This design comes from an exercise in tuning for small area on the open sky130 flow, not from production work.
Function was checked by simulation only, so behaviour that the tests miss may differ from the original.
No driver is modelled on the clock port, so clocking that relies on it looks cheaper here than on a real chip.

**flow/run.sh**
```bash
#!/bin/bash
# Layout flow: the standard ORFS flow (standard.sh), with these changes:
#  - ABC maps the logic with an area-oriented script (Yosys, registers and
#    everything else in synthesis unchanged);
#  - ports are buffered with sky130_fd_sc_hd__buf_1;
#  - clock tree: clkbuf_8 buffers in clusters of up to 25 flip-flops, no dummy loads.
# Each tool's output goes to orfs/logs/ as usual; make's output to flow.log.
set -euo pipefail
W=$(pwd)
rm -rf "$W/scripts"
cp -r "$FLOW_HOME/scripts" "$W/scripts"
cat > "$W/scripts/abc_speed.script" <<'ABC'
&get -n
&st
&syn2
&dch -f
&nf -R 1000 -p -F 8 -A 8
&st
&syn4
&dch -f
&nf -R 1000 -p -F 8 -A 8
&st
&syn4
&dch -f
&nf -R 1000 -p -F 8 -A 8
&put
ABC
export SCRIPTS_DIR="$W/scripts"
export BUFFER_PORTS_ARGS="-buffer_cell sky130_fd_sc_hd__buf_1"
export CTS_ARGS="-sink_clustering_enable -repair_clock_nets -dont_use_dummy_load -buf_list sky130_fd_sc_hd__clkbuf_8 -sink_clustering_size 25 -sink_clustering_max_diameter 80"
bash standard.sh > "$W/flow.log" 2>&1
```
**standard.sh**
```bash
#!/bin/bash
# synth_recipe.tcl (not shown) runs the flow's synth.tcl, then flattens the netlist and writes it again
# the make line also repeats each setting of config.mk as NAME=value (left out here)
make -C /OpenROAD-flow-scripts/flow DESIGN_CONFIG=/design/flow/config.mk WORK_HOME=/design/flow/orfs CLKGATE_MAP_FILE= SYNTH_SCRIPT=/design/flow/synth_recipe.tcl "${@:-finish}"
```
**constraint.sdc**
```tcl
create_clock -name core_clock -period 20.0 [get_ports {clk}]
set_input_delay 4.0000 -clock core_clock [delete_from_list [all_inputs] [get_ports {clk}]]
set_output_delay 4.0000 -clock core_clock [all_outputs]
set_load 0.01 [all_outputs]
```
**config.mk**
```make
export PLATFORM = sky130hd
export DESIGN_NAME = snake_game
export DESIGN_NICKNAME = snake_game
export VERILOG_FILES = /design/flow/design.v
export SDC_FILE = /design/flow/constraint.sdc
export NUM_CORES = 4
export LEC_CHECK = 0
export CAP_MARGIN = 0
export CORE_MARGIN = 2
export CORE_UTILIZATION = 72
export GPL_TIMING_DRIVEN = 0
export PLACE_DENSITY = 0.88
export SLEW_MARGIN = 0
export SYNTH_HIERARCHICAL = 1
```
**design.v**
```verilog
`timescale 1ns / 1ps
module snake_game(
    input clk,
    input resetButton,
    input palette,
    input step,
    input up, down, left, right,
    output [3:0]r,
    output [3:0]g,
    output [3:0]b,
    output vsync,
    output hsync,
    output [7:0]anode,
    output wire A,
    output wire B,
    output wire C,
    output wire D,
    output wire E,
    output wire F,
    output wire G,
    output wire [7:0] score_cnt
    );
    reg [5:0] col;    
    reg [4:0] xm;     
    reg [4:0] row;    
    reg [4:0] ym;     
    reg [2:0] row5;   
    wire xm_end = (xm == 5'd19);
    always @(posedge clk) begin
        if (resetButton) begin
            col <= 0; xm <= 0; row <= 0; ym <= 0; row5 <= 0;
        end else begin
            if (xm_end) begin
                xm <= 0;
                if (col == 6'd39) begin
                    col <= 0;
                    if (row == 5'd26 && ym == 5'd4) begin
                        row <= 0; ym <= 0; row5 <= 0;
                    end else if (ym == 5'd19) begin
                        ym <= 0; row <= row + 1'b1;
                        row5 <= (row5 == 3'd4) ? 3'd0 : row5 + 1'b1;
                    end else
                        ym <= ym + 1'b1;
                end else
                    col <= col + 1'b1;
            end else
                xm <= xm + 1'b1;
        end
    end
    wire hs_on = ((col > 6'd33) || (col == 6'd33 && xm >= 5'd9)) &&
                 ((col < 6'd38) || (col == 6'd38 && xm <= 5'd4));
    assign hsync = ~hs_on;
    assign vsync = ~(row == 5'd24 && (ym == 5'd17 || ym == 5'd18));
    wire di = (col < 6'd32) && (row < 5'd24);
    reg [3:0] btn_d;           
    reg       pend_v;          
    reg [1:0] pend_c;
    reg       dir_none;        
    reg [1:0] dir_c;           
    wire [3:0] btn = {up, down, left, right};
    wire [3:0] clean = btn & btn_d;
    always @(posedge clk) begin
        btn_d <= btn;
        pend_v <= |clean;
        pend_c <= clean[3] ? 2'b10 : clean[2] ? 2'b01 : clean[1] ? 2'b00 : 2'b11;
        if (resetButton)
            dir_none <= 1'b1;
        else if (pend_v) begin
            dir_none <= 1'b0;
            dir_c <= pend_c;
        end
    end
    reg [4:0] hc, hr;           
    reg [39:0] mv;              
    reg [7:0] score;            
    reg [3:0] dones;            
    reg endgame;
    reg [1:0] delta;            
    reg [4:0] ac, ar;           
    assign score_cnt = score;
    wire restart = resetButton || (step && (endgame || dir_none));
    function [4:0] incdec(input [4:0] x, input e, input s);
        integer j;
        reg c;
        begin
            c = e;
            for (j = 0; j < 5; j = j + 1) begin
                incdec[j] = x[j] ^ c;
                c = c & ~(x[j] ^ s);
            end
        end
    endfunction
    wire [8:0] nscore = {1'b0, score} + {7'b0, delta};
    wire [3:0] sones = dones + {2'b0, delta};
    wire [3:0] nones = nscore[8] ? {2'b0, nscore[1:0]} :
                       (sones >= 4'd10) ? sones - 4'd10 : sones;
    always @(posedge clk) begin
        if (restart) begin
            hc <= 5'd19; hr <= 5'd14;
            mv[3:0] <= 4'b1111;
            score <= 0;
            dones <= 0;
        end else if (step) begin
            hc <= incdec(hc, dir_c[1] == dir_c[0], dir_c[1]);
            hr <= incdec(hr, dir_c[1] != dir_c[0], dir_c[1]);
            mv <= {mv[37:0], dir_c};
            score <= nscore[7:0];
            dones <= nones;
        end
    end
    wire [5:0] dx6 = {1'b0, hc} - col;
    wire [5:0] dy6 = {1'b0, hr} - {1'b0, row};
    wire [5:0] dp = dx6 + dy6;
    wire [5:0] dq = dx6 - dy6;
    wire rp = dp[0];
    wire [4:0] cp [0:10];
    wire [4:0] cq [0:10];
    assign cp[0] = dp[5:1];
    assign cq[0] = dq[5:1];
    wire [9:0] phit;       
    wire [19:0] bump;      
    wire [10:0] fp0, fp1, fq0, fq1;
    genvar i;
    generate
        for (i = 0; i < 11; i = i + 1) begin : fl
            assign fp0[i] = (cp[i] == 5'd0);
            assign fp1[i] = (cp[i] == 5'h1F);
            assign fq0[i] = (cq[i] == 5'd0);
            assign fq1[i] = (cq[i] == 5'h1F);
        end
        for (i = 0; i < 10; i = i + 1) begin : chain
            wire [1:0] ma = mv[4*i+1:4*i];
            snake_link2 link(.tp(cp[i]), .tq(cq[i]), .ma(ma), .mb(mv[4*i+3:4*i+2]),
                .op(cp[i+1]), .oq(cq[i+1]));
            assign phit[i] = rp ? ((ma[1] ? fp0[i] : fp1[i]) & (ma[0] ? fq0[i] : fq1[i])) :
                                  (fp0[i+1] & fq0[i+1]);
            assign bump[2*i] = 1'b0;
            if (i == 0) begin : b0
                assign bump[1] = (mv[1] != mv[3]) && (mv[0] != mv[2]);
            end else begin : b1
                localparam W = (i + 1 < 4) ? 2 : (i + 1 < 8) ? 3 : 4;
                assign bump[2*i+1] = ((|score[7:5]) || (score[4:0] >= 2*i)) && (cp[i+1][W-1:0] == cp[0][W-1:0]) &&
                                     (cq[i+1][W-1:0] == cq[0][W-1:0]);
            end
        end
    endgenerate
    wire border_hit = (hc == 5'd0) || (hc == 5'd31) || (hr == 5'd0) || (hr == 5'd23);
    always @(posedge clk)
        endgame <= border_hit || (|bump);
    reg [4:0] q;
    reg [4:0] c28;    
    reg [4:0] c20;    
    wire eat = (hc == ac) && (hr == ar);
    always @(posedge clk) begin
        if (resetButton || endgame) begin
            ac <= 5'd10; ar <= 5'd12;
            q <= 5'd30; c28 <= 5'd15; c20 <= 5'd3;
            delta <= 0;
        end else begin
            if (q == 5'd20 && c28 == 5'd27 && c20 == 5'd3) begin
                q <= 5'd1; c28 <= 5'd3; c20 <= 5'd3;
            end else begin
                c28 <= (c28 == 5'd30) ? 5'd3 : c28 + 1'b1;
                c20 <= (c20 == 5'd22) ? 5'd3 : c20 + 1'b1;
                if (c28 == 5'd30 && c20 == 5'd22)
                    q <= {q[3:0], q[4] ^ q[2]};
            end
            delta <= (step ? 2'd0 : delta) + eat;
            if (eat) begin
                ac <= c28;
                ar <= c20;
            end
        end
    end
    wire apple_pix = (col[4:0] == ac) && (row == ar);
    wire head_pix = ~rp & fp0[0] & fq0[0];
    wire border_pix = (col == 6'd0 && xm < 5'd10) || (col == 6'd31 && xm > 5'd10) ||
                      (row == 5'd0 && ym < 5'd10) || (row == 5'd23 && ym > 5'd10);
    wire grid_pix = (xm == 5'd0) || (ym == 5'd0);
    wire [3:0] code_n;
    snake_colour colour(.di(di), .endgame(endgame), .apple_pix(apple_pix), .head_pix(head_pix),
        .border_pix(border_pix), .grid_pix(grid_pix), .palette(palette), .phit(phit), .odd(~rp), .score(score), .code(code_n));
    reg [3:0] code;
    always @(posedge clk) code <= code_n;
    snake_rgb rgbdec(.code(code), .r(r), .g(g), .b(b));
    reg [2:0] refcnt;
    wire tick_line = (row5 == 3'd0 && ym == 5'd12) || (row5 == 3'd1 && ym == 5'd17) ||
                     (row5 == 3'd3 && ym == 5'd2) || (row5 == 3'd4 && ym == 5'd7);
    wire tick = tick_line && col == 6'd19 && xm_end;
    always @(posedge clk)
        if (resetButton) refcnt <= 0;
        else if (tick) refcnt <= refcnt + 1'b1;
    assign anode = ~(8'd1 << refcnt);
    snake_seg7 seg7(.refcnt(refcnt), .score(score), .ones(dones), .seg({A, B, C, D, E, F, G}));
endmodule
module snake_link2(
    input [4:0] tp, tq,
    input [1:0] ma, mb,
    output [4:0] op, oq
    );
    function [4:0] incdec(input [4:0] x, input e, input s);
        integer j;
        reg c;
        begin
            c = e;
            for (j = 0; j < 5; j = j + 1) begin
                incdec[j] = x[j] ^ c;
                c = c & ~(x[j] ^ s);
            end
        end
    endfunction
    assign op = incdec(tp, ma[1] == mb[1], ~ma[1]);
    assign oq = incdec(tq, ma[0] == mb[0], ~ma[0]);
endmodule
module snake_colour(
    input di, endgame, apple_pix, head_pix, border_pix, grid_pix, palette,
    input [9:0] phit,
    input odd,
    input [7:0] score,
    output reg [3:0] code
    );
    wire [9:0] first;      
    genvar k;
    generate
        for (k = 0; k < 10; k = k + 1) begin : f
            if (k == 0) begin : f0
                assign first[k] = phit[k];
            end else begin : f1
                assign first[k] = phit[k] & ~|phit[k-1:0];
            end
        end
    endgenerate
    wire g0 = first[0] | first[3] | first[6] | first[9];
    wire g1 = first[1] | first[4] | first[7];
    wire fpar = odd;
    wire [1:0] fm3 = odd ? (g0 ? 2'd1 : g1 ? 2'd0 : 2'd2) : (g0 ? 2'd0 : g1 ? 2'd2 : 2'd1);
    wire [9:0] visk;
    generate
        for (k = 0; k < 10; k = k + 1) begin : v
            assign visk[k] = (|score[7:5]) || ({1'b0, score[4:0]} + 6'd1 >= 2*k + odd);
        end
    endgenerate
    wire seg_any = |(first & visk);
    always @(*) begin
        if (!di) code = 4'd8;
        else if (endgame) code = 4'd9;
        else if (apple_pix) code = palette ? 4'd0 : 4'd1;
        else if (head_pix) code = palette ? 4'd4 : 4'd8;
        else if (seg_any) code = palette ? (fpar ? 4'd13 : 4'd12) :
                                 (fm3 == 2'd0 ? 4'd0 : fm3 == 2'd1 ? 4'd11 : 4'd8);
        else if (border_pix) code = palette ? 4'd2 : 4'd10;
        else if (grid_pix) code = palette ? 4'd15 : 4'd3;
        else code = palette ? 4'd7 : 4'd5;
    end
endmodule
module snake_rgb(
    input [3:0] code,
    output [3:0] r, g, b
    );
    reg [11:0] rgb;
    always @(*)
        case (code)
            4'd0: rgb = 12'hF00;
            4'd1: rgb = 12'h951;
            4'd2: rgb = 12'hB52;
            4'd3: rgb = 12'h875;
            4'd4: rgb = 12'hC00;
            4'd5: rgb = 12'hBA6;
            4'd7: rgb = 12'h060;
            4'd8: rgb = 12'h000;
            4'd9: rgb = 12'h800;
            4'd10: rgb = 12'h600;
            4'd11: rgb = 12'hEE2;
            4'd12: rgb = 12'h690;
            4'd13: rgb = 12'h390;
            4'd15: rgb = 12'h136;
            default: rgb = 12'h000;
        endcase
    assign r = rgb[11:8];
    assign g = rgb[7:4];
    assign b = rgb[3:0];
endmodule
module snake_seg7(
    input [2:0] refcnt,
    input [7:0] score,
    input [3:0] ones,
    output [6:0] seg
    );
    reg [6:0] lit;    
    always @(*) begin
        case (refcnt)
            3'd0: case (ones)
                4'd0: lit = 7'b1111110;
                4'd1: lit = 7'b0110000;
                4'd2: lit = 7'b1101101;
                4'd3: lit = 7'b1111001;
                4'd4: lit = 7'b0110011;
                4'd5: lit = 7'b1011011;
                4'd6: lit = 7'b1011111;
                4'd7: lit = 7'b1110000;
                4'd8: lit = 7'b1111111;
                default: lit = 7'b1111011;
            endcase
            3'd1: begin
                if (score > 8'd59) lit = 7'b1011111;
                else if (score > 8'd49) lit = 7'b1011011;
                else if (score > 8'd39) lit = 7'b0110011;
                else if (score > 8'd29) lit = 7'b1111001;
                else if (score > 8'd19) lit = 7'b1101101;
                else if (score > 8'd9) lit = 7'b0110000;
                else lit = 7'b0000000;
            end
            3'd2: lit = 7'b0000001;
            3'd3: lit = 7'b1001111;
            3'd4: lit = 7'b1000110;
            3'd5: lit = 7'b1111110;
            3'd6: lit = 7'b1001110;
            default: lit = 7'b1011011;
        endcase
    end
    assign seg = ~lit;
endmodule
```
==> flow_summary.ini, run 1 <==
[run_status]
outcome = no timing/DRC/antenna violations

[routing]
avgRoutedWirePerCell_um = 16.0
vias = 10400
dr.pass1.iters = 5
wirelength_um = 26300
vias_per_cell = 6.29
drtIter0Drc = 804
post-route-drc-count = 0
drtAntennaViolNets = 0

[synth]
netlist.area_leader.share_pct = 17.0
synth_area_leader_cell = dfxtp_1
ys_types = 58
ys_seq_area_share_pct = 27.3
synthFlopType = dfxtp_1
synth-edff-count = 38
yosysMostFrequentCell = nor2_1
yosys_warnings = 11
netlist_area_um2 = 11000
postSynthCellCount = 1397
synthTopCellsByCount = nor2_1, xnor2_1, nand2_1, a21oi_1, dfxtp_1
synthTopCellsByArea = dfxtp_1, xnor2_1, edfxtp_1, ha_1, xor2_1
synthArstFlopShare_pct = 0
syn-num-nets = 1475
synth_seq_cells = 131
avgSynthCellArea_um2 = 7.86

[timing]
hold_viol = 0
fin_crit_sh_pct = 53.5
rsz0062_at_grt = no
worstMarginPinSlew_ps = 1260
maxSlewViolCount = 0
fmax_mhz = 93.4
slew_headroom_pct = 15.2
setup-tns-final_ps = 0
period_needed_ps = 10710
fin_skew_ps = 29.7
setup_violations = 0

[clock_network]
hold_buffers = 0
cts.sinks = 131
clock_tree.root_cell = clkbuf_8
clkTransAtPathRegs_ps = 90
cts_inserted_buffers = 17
cts_resized = 0
cts_tree = built
htreeDepth = 4
post_cts_buffers = 0
cts_buffer_depth = 2
clock_latency_ps = 460

[place]
routabilityCongestion = 0.905
io_buffers = 43
hpwl_um = 19300

[floorplanning]
core_um2 = 15000
die_h_um = 127
die_w_um = 127
initial_core_util_pct = 73.0
die-area_um2 = 16300
num_rows = 45
ios = 45

[critical_path]
cp-startpoint = row[0]$_SDFFE_PP0P_
worstPathRequired_ps = 20320
cpPeakStageDelay_ps = 1140
endpoint_kind = register
critPathKind = register to register
timing.rr.start = row[0]$_SDFFE_PP0P_
r2r_setup_slack_ps = 9290
r2r_cells = 35
critPathSlowestCell = fa_1
startpoint_type = register
arrival_ps = 11030
cp_max_fo = 14

[grt]
grt-ovfl-total = 0
grt_util_all_layers_pct = 32.8
antenna_found_initial = 0
grt_pass1_vias = 9568
grt_pass1_wl_um = 44200
grt_start_max_net_pins = 42

[min_path]
worstHoldStart = pend_c[0]$_SDFF_PP0_
hold_class = register to register
hold_depth = 0

[cells_and_area]
syn_to_final_growth_pct = 6.27
final_layout_size_suffix_gt1_share_pct = 1.71
n_antenna_cell = 0
final_nets = 1540
nFillCells = 1094

[flow_run]
drv_cap = 0
-- modules after synthesis, one instance, submodules excluded --
module | cells | flip-flops and latches | copies in the design | area, µm²
snake_colour | 83 | 0 | 1 | 458
snake_game | 901 | 131 | 1 | 7860
snake_link2 | 32 | 0 | 10 | 210
snake_rgb | 31 | 0 | 1 | 175
snake_seg7 | 62 | 0 | 1 | 383
-- cell families (layout without fill, tap and decap cells) --
group                    count (synthesis)  after routing  synth area share, %
flip-flops                             131            131                 27.3
XOR/XNOR                               229            229                 18.3
other                                    1              1               0.0342
multiplexers                            20             20                 1.82
buffers and inverters                   69            132                 2.39
AO/OA/AOI/OAI                          299            299                 17.2
adder cells (fa/ha/maj)                 70             70                 8.39
AND/OR/NAND/NOR                        578            578                 24.5
-- sequential cells by signal, summed over array words and instances, names as in the netlist, 3 cells and up --
name    flops
ac          5
ar          5
btn_d       4
c20         5
c28         5
code        4
col         6
dones       4
hc          5
hr          5
mv         40
q           5
refcnt      3
row         5
row5        3
score       8
xm          5
ym          5
-- final cells by class --
cell class / count / area, µm² / area share [%]
clock buffer: 17 / 234 / 2.01
timing repair buffer: 46 / 195 / 1.67
tap: 188 / 235 / 2.02
sequential: 131 / 3000 / 25.7
buffer: 1 / 7.51 / 0.0643
multi-input combinational: 1197 / 7740 / 66.3
inverter: 68 / 256 / 2.20
-- placed cells by master (no fill, tap or decap), types with 38 or more instances in the layout --
cell type / n
nor3_1: 82
clkinv_1: 67
xor2_1: 84
a21oi_1: 100
o21ai_0: 54
edfxtp_1: 38
xnor2_1: 142
dfxtp_1: 93
nor2_1: 188
buf_1: 43
nand3_1: 49
nand2_1: 129
ha_1: 64
-- critical path, delay by kind of cell, from the launching register on --
| kind | cells | cell delay [ps] |
|---|---|---|
| compound gates | 12 | 3010 |
| buf+inv | 3 | 580 |
| simple gates | 6 | 1030 |
| flops | 1 | 490 |
| xor+xnor | 10 | 3180 |
| mux | 1 | 350 |
| fa+ha+maj | 3 | 1900 |
-- routing by layer --
layer  vias to the layer above  track usage (%)  part of all wire (%)
li1                       5127                -                     -
met4                         0             13.3                   2.9
met2                       325             57.8                    50
met3                        67             6.20                   5.3
met1                      4839             39.3                    42
met5                         -                0                     0
-- path summary, 6_finish.rpt --
| check | to |
|---|---|
| worst min-delay path | dir_c[0]$_DFFE_PP_ |
| worst min register to register | dir_c[0]$_DFFE_PP_ |
| worst max register to register | code[0]$_DFF_P_ |
| worst max-delay path | code[0]$_DFF_P_ |
-- per-stage QoR --
stage,area (µm²),cells,setup WS [ps],hold slack [ps],util [%]
floorplan,11000,1397,11310,386,-
global placement,11400,1628,9600,386,75.7
detailed placement,11400,1631,9510,389,76.0
CTS,11700,1648,9450,381,77.6
global route,11700,1648,8630,383,77.6
finish,11700,1648,9290,379,77.6
==> run 2, diff against run 1 <==
--- a/flow/run.sh
+++ b/flow/run.sh
@@ -5,3 +5,4 @@
 #  - ports are buffered with sky130_fd_sc_hd__buf_1;
-#  - clock tree: clkbuf_8 buffers in clusters of up to 25 flip-flops, no dummy loads.
+#  - clock tree: clkbuf_8 buffers, no dummy loads; after CTS, clock buffers
+#    that drive only flip-flops, at most 8 of them, become clkbuf_4.
 # Each tool's output goes to orfs/logs/ as usual; make's output to flow.log.
@@ -29,3 +30,23 @@
 export BUFFER_PORTS_ARGS="-buffer_cell sky130_fd_sc_hd__buf_1"
-export CTS_ARGS="-sink_clustering_enable -repair_clock_nets -dont_use_dummy_load -buf_list sky130_fd_sc_hd__clkbuf_8 -sink_clustering_size 25 -sink_clustering_max_diameter 80"
+export CTS_ARGS="-sink_clustering_enable -repair_clock_nets -dont_use_dummy_load -buf_list sky130_fd_sc_hd__clkbuf_8"
+cat > "$W/post_cts.tcl" <<'TCL'
+# Downsize lightly loaded leaf clock buffers.
+foreach inst [[ord::get_db_block] getInsts] {
+  if {[string match "clkbuf_*" [$inst getName]] && [[$inst getMaster] getName] eq "sky130_fd_sc_hd__clkbuf_8"} {
+    set net [[$inst findITerm X] getNet]
+    set leaf 1
+    set n 0
+    foreach it [$net getITerms] {
+      if {[$it isOutputSignal]} continue
+      incr n
+      if {![string match "*df*" [[[$it getInst] getMaster] getName]]} { set leaf 0 }
+    }
+    if {$leaf && $n <= 8} {
+      puts "post_cts: [$inst getName] drives $n flip-flops, now clkbuf_4"
+      replace_cell [$inst getName] sky130_fd_sc_hd__clkbuf_4
+    }
+  }
+}
+TCL
+export POST_CTS_TCL="$W/post_cts.tcl"
 bash standard.sh > "$W/flow.log" 2>&1
==> flow_summary.ini, run 2 <==
[synth]
syn-num-nets = 1475
synthArstFlopShare_pct = 0
avgSynthCellArea_um2 = 7.86
netlist_area_um2 = 11000
synth_area_leader_cell = dfxtp_1
synthTopCellsByArea = dfxtp_1, xnor2_1, edfxtp_1, ha_1, xor2_1
synthTopCellsByCount = nor2_1, xnor2_1, nand2_1, a21oi_1, dfxtp_1
synth_seq_cells = 131
ys_types = 58
yosys_warnings = 11
postSynthCellCount = 1397
yosysMostFrequentCell = nor2_1
synth-edff-count = 38
ys_seq_area_share_pct = 27.3
synthFlopType = dfxtp_1
netlist.area_leader.share_pct = 17.0

[cells_and_area]
largest_reg_flops = 40
layout_commonest_cell = nor2_1
nFillCells = 1108
final_nets = 1540
syn_to_final_growth_pct = 5.64
reg.largest.list = mv: 40 flops, score: 8 flops, col: 6 flops
multi_input_area_um2 = 7740
top_register = mv
register_area_um2 = 3000
final_layout_size_suffix_gt1_share_pct = 1.71
n_antenna_cell = 0
postLayoutCoreUtil_pct = 77.2
final_cell_mix = nor2_1, xnor2_1, nand2_1
stdcell_area_um2 = 11600

[timing]
period_needed_ps = 10700
fin_crit_sh_pct = 53.5
fmax_mhz = 93.5
holdWs_ps = 411
setup_violations = 0
slew_headroom_pct = 16.1
hold_viol = 0
setup-tns-final_ps = 0
maxSlewViolCount = 0
rsz0062_at_grt = no
worstMarginPinSlew_ps = 1240
fin_skew_ps = 26.7

[min_path]
hold_depth = 0
hold_class = register to register
hold-path-endpoint = dir_c[1]$_DFFE_PP_
worstHoldStart = pend_c[1]$_SDFF_PP1_

[critical_path]
startpoint_type = register
arrival_ps = 11020
cp_max_fo = 14
r2r_cells = 38
cp-startpoint = hr[0]$_SDFFE_PP0P_
worstPathRequired_ps = 20320
reg2reg_to = code[0]$_DFF_P_
timing.rr.start = hr[0]$_SDFFE_PP0P_
critPathSlowestCell = fa_1
r2r_setup_slack_ps = 9300
endpoint_kind = register
cpPeakStageDelay_ps = 1150
critPathKind = register to register

[grt]
grt_start_max_net_pins = 42
grt_util_all_layers_pct = 32.8
grt_pass1_vias = 9578
grt-ovfl-total = 0
antenna_found_initial = 0
grt_pass1_wl_um = 44100

[routing]
dr.pass1.iters = 6
drtIter0Drc = 817
vias = 10300
route.layer.met1.wl_um = 11000
post-route-drc-count = 0
dr.max_layer_used = met4
drtAntennaViolNets = 0
wirelength_um = 26200
vias_per_cell = 6.27
avgRoutedWirePerCell_um = 15.9
met3_length_um = 1350
wl_met2_um = 13000

[flow_run]
drv_cap = 0

[floorplanning]
die_h_um = 127
die_w_um = 127
core_um2 = 15000
ios = 45
num_rows = 45
initial_core_util_pct = 73.0
die-area_um2 = 16300

[run_status]
outcome = no timing/DRC/antenna violations

[place]
hpwl_um = 19300
routabilityCongestion = 0.905
io_buffers = 43
placed_cell_area_um2 = 11400

[clock_network]
clkTransAtPathRegs_ps = 90
cts_tree = built
cts.sinks = 131
clock_latency_ps = 430
-- run 2: changes by cell type in the layout (fill, tap and decap cells not counted) --
cell | previous run | this run
clkbuf_8 | 17 | 6
clkbuf_4 | 0 | 11
-- run 2: how the worst max path moves through the flow --
stage | end | slack (ps) | depth (start not counted)
after floorplan | code[0]$_DFF_P_ | 11310 | 37
after detailed placement | code[0]$_DFF_P_ | 9510 | 37
after global placement | code[0]$_DFF_P_ | 9600 | 29
final | code[0]$_DFF_P_ | 9300 | 38
after global routing | code[0]$_DFF_P_ | 8670 | 36
-- run 2: layer usage --
metal	GRT usage [%]	vias up
met5	0	-
met4	13.2	0
met3	6.24	73
met2	57.9	322
met1	39.1	4811
li1	-	5122
-- run 2: logic make-up after synthesis --
kind of cell               count (synthesis)  synth area share [%]
muxes                                     20                  1.82
AOI/OAI and AO/OA                        299                  17.2
and+or+nand+nor                          578                  24.5
DFF                                      131                  27.3
other                                      1                0.0342
adders and majority gates                 70                  8.39
buffers and inverters                     69                  2.39
xor gates and xnor gates                 229                  18.3
-- run 2: layout make-up --
type | count | share of cell area, %
multi-input combinational | 1197 | 66.7
sequential | 131 | 25.9
inverter | 68 | 2.21
tap | 188 | 2.03
timing repair buffer | 46 | 1.68
clock buffer | 17 | 1.42
buffer | 1 | 0.0647
-- run 2: worst max-delay path: cells and delay by family, from the launching register on --
family / cells / cell delay, ps
DFF: 1 / 430
AOI/OAI and AO/OA: 14 / 3590
muxes: 1 / 350
and+or+nand+nor: 6 / 1020
adders and majority gates: 3 / 1860
xor gates and xnor gates: 10 / 2610
buffers and inverters: 4 / 690
-- run 2: Yosys stat by module, one instance, submodules excluded --
module	cell area [µm²]	cells	times used	flops+latches
snake_rgb	175	31	1	0
snake_link2	210	32	10	0
snake_seg7	383	62	1	0
snake_colour	458	83	1	0
snake_game	7860	901	1	131
-- run 2: per-stage QoR --
stage	setup slack, ps	std cells
2_1_floorplan	11310	1397
3_3_place_gp	9600	1628
3_5_place_dp	9510	1631
5_1_grt	8670	1648
6_report	9300	1648
==> run 3, diff against run 2 <==
--- a/flow/run.sh
+++ b/flow/run.sh
@@ -17,3 +17,3 @@
 &dch -f
-&nf -R 1000 -p -F 8 -A 8
+&nf -R 1000 -p -F 16 -A 16 -C 32
 &st
@@ -21,3 +21,3 @@
 &dch -f
-&nf -R 1000 -p -F 8 -A 8
+&nf -R 1000 -p -F 16 -A 16 -C 32
 &st
@@ -25,3 +25,3 @@
 &dch -f
-&nf -R 1000 -p -F 8 -A 8
+&nf -R 1000 -p -F 16 -A 16 -C 32
 &put
==> flow_summary.ini, run 3 <==
[run_status]
outcome = no timing/DRC/antenna violations

[floorplanning]
die_h_um = 127
num_rows = 45
die_w_um = 127
die-area_um2 = 16200
core_um2 = 15000
ios = 45
initial_core_util_pct = 72.8

[cells_and_area]
largest_reg_flops = 40
final_layout_size_suffix_gt1_share_pct = 1.59
final_nets = 1526
layout_commonest_cell = nor2_1
final_cell_mix = nor2_1, xnor2_1, nand2_1
top_register = mv
n_antenna_cell = 0
reg.largest.list = mv: 40 flops, score: 8 flops, col: 6 flops
syn_to_final_growth_pct = 5.54

[routing]
vias = 10400
wirelength_um = 26900
wl_met2_um = 13400
met3_length_um = 1450
vias_per_cell = 6.37
dr.max_layer_used = met4
avgRoutedWirePerCell_um = 16.5
drtAntennaViolNets = 0
drtIter0Drc = 1047
post-route-drc-count = 0
route.layer.met1.wl_um = 11300
dr.pass1.iters = 6

[synth]
postSynthCellCount = 1385
synth-xor-area-share_pct = 18.2
yosysMostFrequentCell = nor2_1
synth_top_family_by_area = simple AND/OR/NAND/NOR gates
netlist_area_um2 = 10900
synth-edff-count = 38
synthFlopType = dfxtp_1
synthArstFlopShare_pct = 0
yosys_warnings = 11
ys_seq_area_share_pct = 27.4
syn-num-nets = 1463
netlist.area_leader.share_pct = 17.0
synth_area_leader_cell = dfxtp_1
ys_types = 59
synth_seq_cells = 131
yosys.area_share.adder_pct = 8.41
synthTopCellsByCount = nor2_1, xnor2_1, nand2_1, a21oi_1, dfxtp_1
yosys.area_share.simple_pct = 23.8
synthTopCellsByArea = dfxtp_1, xnor2_1, edfxtp_1, ha_1, xor2_1
synthMuxAreaShare_pct = 1.83
avgSynthCellArea_um2 = 7.90
synth-compound-area-share_pct = 17.8

[timing]
fin_skew_ps = 42.3
hold_viol = 0
maxSlewViolCount = 0
holdWs_ps = 413
fmax_mhz = 92.8
setup_ws_ps = 9230
setup-tns-final_ps = 0
worstMarginPinSlew_ps = 1230
rsz0062_at_grt = no
period_needed_ps = 10770
slew_headroom_pct = 17.8
fin_crit_sh_pct = 53.9
setup_violations = 0

[critical_path]
cp-startpoint = hc[0]$_SDFFE_PP1P_
cp_max_fo = 14
critPathKind = register to register
arrival_ps = 11070
critPathSlowestCell = fa_1
cpPeakStageDelay_ps = 1170
r2r_cells = 35
endpoint_kind = register
timing.rr.start = hc[0]$_SDFFE_PP1P_
crit_path_end = code[0]$_DFF_P_
startpoint_type = register
reg2reg_to = code[0]$_DFF_P_
r2r_setup_slack_ps = 9230
worstPathRequired_ps = 20300

[place]
pre_cts_ws_ps = 9630
routabilityCongestion = 0.901
io_buffers = 43
hpwl_um = 19800

[grt]
grt_pass1_vias = 9711
grt_pass1_wl_um = 44600
grt_util_all_layers_pct = 33.3
grt_start_max_net_pins = 42
antenna_found_initial = 0
grt-ovfl-total = 0

[min_path]
hold_class = register to register

[flow_run]
drv_cap = 0

[clock_network]
clock_latency_ps = 450
cts_tree = built
clkTransAtPathRegs_ps = 100
cts.sinks = 131
-- run 3: changes by cell type after synthesis, sizes merged, moves of 4 or more --
cell,previous run,this run
nor3,82,77
nand3,49,44
xnor2,144,140
nand2,129,125
nor2,188,184
o2111ai,2,6
-- run 3: cell type report --
type | count | area, µm²
Clock buffer | 17 | 171
Fill cell | 1105 | 3480
Inverter | 68 | 256
Timing Repair Buffer | 44 | 176
Tap cell | 188 | 235
Multi-Input combinational cell | 1185 | 7700
Buffer | 1 | 7.51
Sequential cell | 131 | 3000
-- run 3: per-stage QoR --
step	area (µm²)	util, %	std cells
finish	11600	76.8	1634
global placement	11300	75.4	1616
global route	11600	76.8	1634
detailed placement	11400	75.7	1617
floorplan	10900	-	1385
-- run 3: logic make-up after synthesis --
family	Yosys count
and+or+nand+nor	560
xor gates and xnor gates	228
adders and majority gates	70
AOI/OAI and AO/OA	306
buffers and inverters	69
DFF	131
other	1
muxes	20
-- run 3: Yosys stat by module (local to each module, per instance) --
module | cells | area [µm²] | times used | flops+latches
snake_game | 889 | 7830 | 1 | 131
snake_colour | 82 | 450 | 1 | 0
snake_link2 | 32 | 210 | 10 | 0
snake_rgb | 32 | 176 | 1 | 0
snake_seg7 | 62 | 383 | 1 | 0
-- run 3: layer usage --
layer | GRT usage [%] | up-vias
met2 | 59.0 | 378
met5 | 0 | -
met3 | 5.49 | 81
met1 | 40.5 | 4838
met4 | 13.0 | 0
li1 | - | 5115
-- run 3: worst min path at each step --
stage | endpoint | depth (start not counted) | from
floorplan | dir_c[0]$_DFFE_PP_ | 0 | pend_c[0]$_SDFF_PP0_
global placement | dir_c[1]$_DFFE_PP_ | 0 | pend_c[1]$_SDFF_PP1_
detailed placement | dir_c[0]$_DFFE_PP_ | 0 | pend_c[0]$_SDFF_PP0_
global route | dir_c[0]$_DFFE_PP_ | 0 | pend_c[0]$_SDFF_PP0_
finish | dir_c[0]$_DFFE_PP_ | 0 | pend_c[0]$_SDFF_PP0_
-- run 3: worst max-delay path, delay by kind of cell, from the launching register on --
family                     cells  cell delay (ps)
AOI/OAI and AO/OA             14             3530
xor gates and xnor gates       9             2510
adders and majority gates      3             1940
and+or+nand+nor                6             1280
DFF                            1              510
buffers and inverters          2              490
muxes                          1              370

## static timing again, ports no longer ideal
In the flow no input, the clock included, has a driving cell. The finished layouts below were timed again as built, in two steps. Step 1: set_driving_cell puts a clkbuf_16 on clk and a buf_2 on each other input, an assumption about the parent block. Step 2 adds t to the input delays and takes it off the output delays; t is the mean of the earliest and latest rising clock arrival at the registers after step 1. Input paths then give back, and output paths get back, about the clock's delay inside the block. a / b / c = no drivers / after step 1 / after step 2; a / b = the first two.
run	shift t [ns]	setup slack, ns	worst setup path after step 2	clock arrival spread, ns
run 1	0.482	9.294 / 9.294 / 9.294	register to register	0.030 / 0.030
run 2	0.461	9.299 / 9.299 / 9.299	register to register	0.027 / 0.028
run 3	0.475	9.227 / 9.227 / 9.227	register to register	0.043 / 0.043
After both steps setup and hold are still met in every run listed.
